Context: an optimization exercise on an open-source flow, tuned for small area, a short achievable clock period and few clock cycles per item. The choices shown serve that exercise and are no tape-out recipe.
Only simulation tests tie the RTL to the original design; equivalence was not proved.

==> v34 <==
// matrix_multiply_10x10_pipelined
module matrix_multiply_10x10_pipelined(
    input wire clk,
    input wire reset,
    input wire start,
    input wire [799:0] A,
    input wire [799:0] B,
    output reg [799:0] C,
    output reg done
);
    reg  [9:0] sel;       
    reg  [9:0] tag_a;     
    reg  [9:0] tag_r;     
    reg  [79:0] arow;     
    reg  [799:0] breg;    
    wire [79:0] amux;
    wire [9:0] bv [0:79];
    wire [9:0] pw [0:7];
    wire run = start | ~sel[0];
    genvar r, j, k, p;
    generate
        for (k = 0; k < 10; k = k + 1) begin : kk
            for (p = 0; p < 8; p = p + 1) begin : pp
                wire [9:0] acol;
                for (r = 0; r < 10; r = r + 1) begin : rr
                    assign acol[r] = A[8*(10*r + k) + p];
                end
                assign amux[8*k + p] = |(acol & sel);
                for (j = 0; j < 10; j = j + 1) begin : jj
                    assign bv[8*k + p][j] = breg[8*(10*k + j) + p];
                end
            end
        end
    endgenerate
    always @(posedge clk or posedge reset) begin
        if (reset) begin
            sel <= 10'b1;
            tag_a <= 10'b0;
            tag_r <= 10'b0;
            done <= 1'b0;
        end else begin
            if (run)
                sel <= {sel[8:0], sel[9]};
            tag_a <= run ? sel : 10'b0;
            tag_r <= tag_a;
            if (start)
                done <= 1'b0;
            else if (tag_r[9])
                done <= 1'b1;
        end
    end
    always @(posedge clk) begin
        arow <= amux;
        breg <= B;
    end
    wire [9:0] n1, n2, n3, n4, n5, n6, n7, n8, n9, n10, n11, n12, n13, n14, n15, n16;
    wire [9:0] n17, n18, n19, n20, n21, n22, n23, n24, n25, n26, n27, n28, n29, n30, n31, n32;
    wire [9:0] n33, n34, n35, n36, n37, n38, n39, n40, n41, n42, n43, n44, n45, n46, n47, n48;
    wire [9:0] n49, n50, n51, n52, n53, n54, n55, n56, n57, n58, n59, n60, n61, n62, n63, n64;
    wire [9:0] n65, n66, n67, n68, n69, n70, n71, n72, n73, n74, n75, n76, n77, n78, n79, n80;
    wire [9:0] n81, n82, n83, n84, n85, n86, n87, n88, n89, n90, n91, n92, n93, n94, n95, n96;
    wire [9:0] n97, n98, n99, n100, n101, n102, n103, n104, n105, n106, n107, n108, n109, n110, n111, n112;
    wire [9:0] n113, n114, n115, n116, n117, n118, n119, n120, n121, n122, n123, n124, n125, n126, n127, n128;
  ...
Settings: LEC_CHECK=0, CAP_MARGIN=20, CORE_AREA=10 10 830 830, DIE_AREA=0 0 840 840, SLEW_MARGIN=20, SYNTH_HIERARCHICAL=1; clock period 12.0 ns.
run.sh (not shown) runs the stock make flow with config.mk's settings and CLKGATE_MAP_FILE= SYNTH_SCRIPT=/design/flow/synth_recipe.tcl, a recipe that flattens the netlist after the stock synthesis.
==> v17: changes against v34 <==
--- a/flow/design.v
+++ b/flow/design.v
@@ -10,11 +10,10 @@
 );
     reg  [9:0] sel;       
     reg  [9:0] tag_a;     
     reg  [9:0] tag_r;     
     reg  [79:0] arow;     
-    reg  [799:0] breg;    
     wire [79:0] amux;
     wire [9:0] bv [0:79];
     wire [9:0] pw [0:7];
     wire run = start | ~sel[0];
     genvar r, j, k, p;
@@ -25,11 +24,11 @@
                 for (r = 0; r < 10; r = r + 1) begin : rr
                     assign acol[r] = A[8*(10*r + k) + p];
                 end
                 assign amux[8*k + p] = |(acol & sel);
                 for (j = 0; j < 10; j = j + 1) begin : jj
-                    assign bv[8*k + p][j] = breg[8*(10*k + j) + p];
+                    assign bv[8*k + p][j] = B[8*(10*k + j) + p];
                 end
             end
         end
     endgenerate
     always @(posedge clk or posedge reset) begin
@@ -49,11 +48,10 @@
                 done <= 1'b1;
         end
     end
     always @(posedge clk) begin
         arow <= amux;
-        breg <= B;
     end
     wire [9:0] n1, n2, n3, n4, n5, n6, n7, n8, n9, n10, n11, n12, n13, n14, n15, n16;
     wire [9:0] n17, n18, n19, n20, n21, n22, n23, n24, n25, n26, n27, n28, n29, n30, n31, n32;
     wire [9:0] n33, n34, n35, n36, n37, n38, n39, n40, n41, n42, n43, n44, n45, n46, n47, n48;
     wire [9:0] n49, n50, n51, n52, n53, n54, n55, n56, n57, n58, n59, n60, n61, n62, n63, n64;
- CORE_AREA: 10 10 830 830 -> 10 10 490 490
- DIE_AREA: 0 0 840 840 -> 0 0 500 500
==> notes.md <==
	v34	v17
Run status	finished with violations	did not finish
Last stage reached	-	3_2_place_iop
Reasons for failing layout checks	antenna violations	-
Y dimension of the die	840 um	500 um
Fraction of synthesized cell area in xor and xnor cells	0.0971	0.111
Sequential-to-total area share from yosys stat	0.393	0.304
Top flip-flop cell by instance count after synthesis	sky130_fd_sc_hd__dfxtp_1	sky130_fd_sc_hd__edfxtp_1
Share of cell area taken by muxes after synthesis	0.000719	0.000824
Most instantiated library cell after synthesis	sky130_fd_sc_hd__nand2_1	sky130_fd_sc_hd__nand2_1
Number of placement rows	301	176
Adder-cell share of the synthesized area	0.345	0.396
Gate count of the mapped netlist	10400	9647
Mean area per synthesized cell	12.0 um^2	11.3 um^2
Fraction of post-synthesis cell area in the top cell type by area	0.340	0.390
Simple-gate portion of the synthesized area	0.112	0.129
Post-Synthesis Cell Area	0.125 mm^2	0.109 mm^2
Nets in the synthesized netlist	14200	13400
Cell accounting for the most synthesized area	sky130_fd_sc_hd__fa_1	sky130_fd_sc_hd__fa_1
Asr flop ratio synth	0.0151	0.0248
Yosys warning total	7	7
Effective utilization at floorplan	0.187	0.476
Chip Width	840 um	500 um
Compound-gate portion of the synthesized area	0.0289	0.0331
Flops & latches, synth	2051	1251
Testbench counts of v34, summed over its fixed seeds: cycles 576, items 48.
Testbench counts of v17, summed over its fixed seeds: cycles 576, items 48.

-- re-timing with driven ports --
The results above use ideal ports. As a check the final layout listed here was re-extracted and re-timed, cells and wires unchanged.
Step 1: set_driving_cell puts a clkbuf_16 on clk and a buf_2 on each other input, an assumption about the parent block.
Step 2 times the ports against the registers' clock, not the clock port: input delays grow and output delays shrink by t, the midpoint of the rising clock arrivals with the driver on.
Three values: ideal ports, drivers, drivers and shift; two values: the first two.
run: v34
t, ns: 1.071
setup WS [ns]: 6.978 / 6.978 / 6.978
hold WS [ns]: 0.344 / 0.344 / 0.344
pins driven straight from the clock port: 1
The setup slack of v34 moves by 0.000 ns with the drivers and by 0.000 ns with both steps.
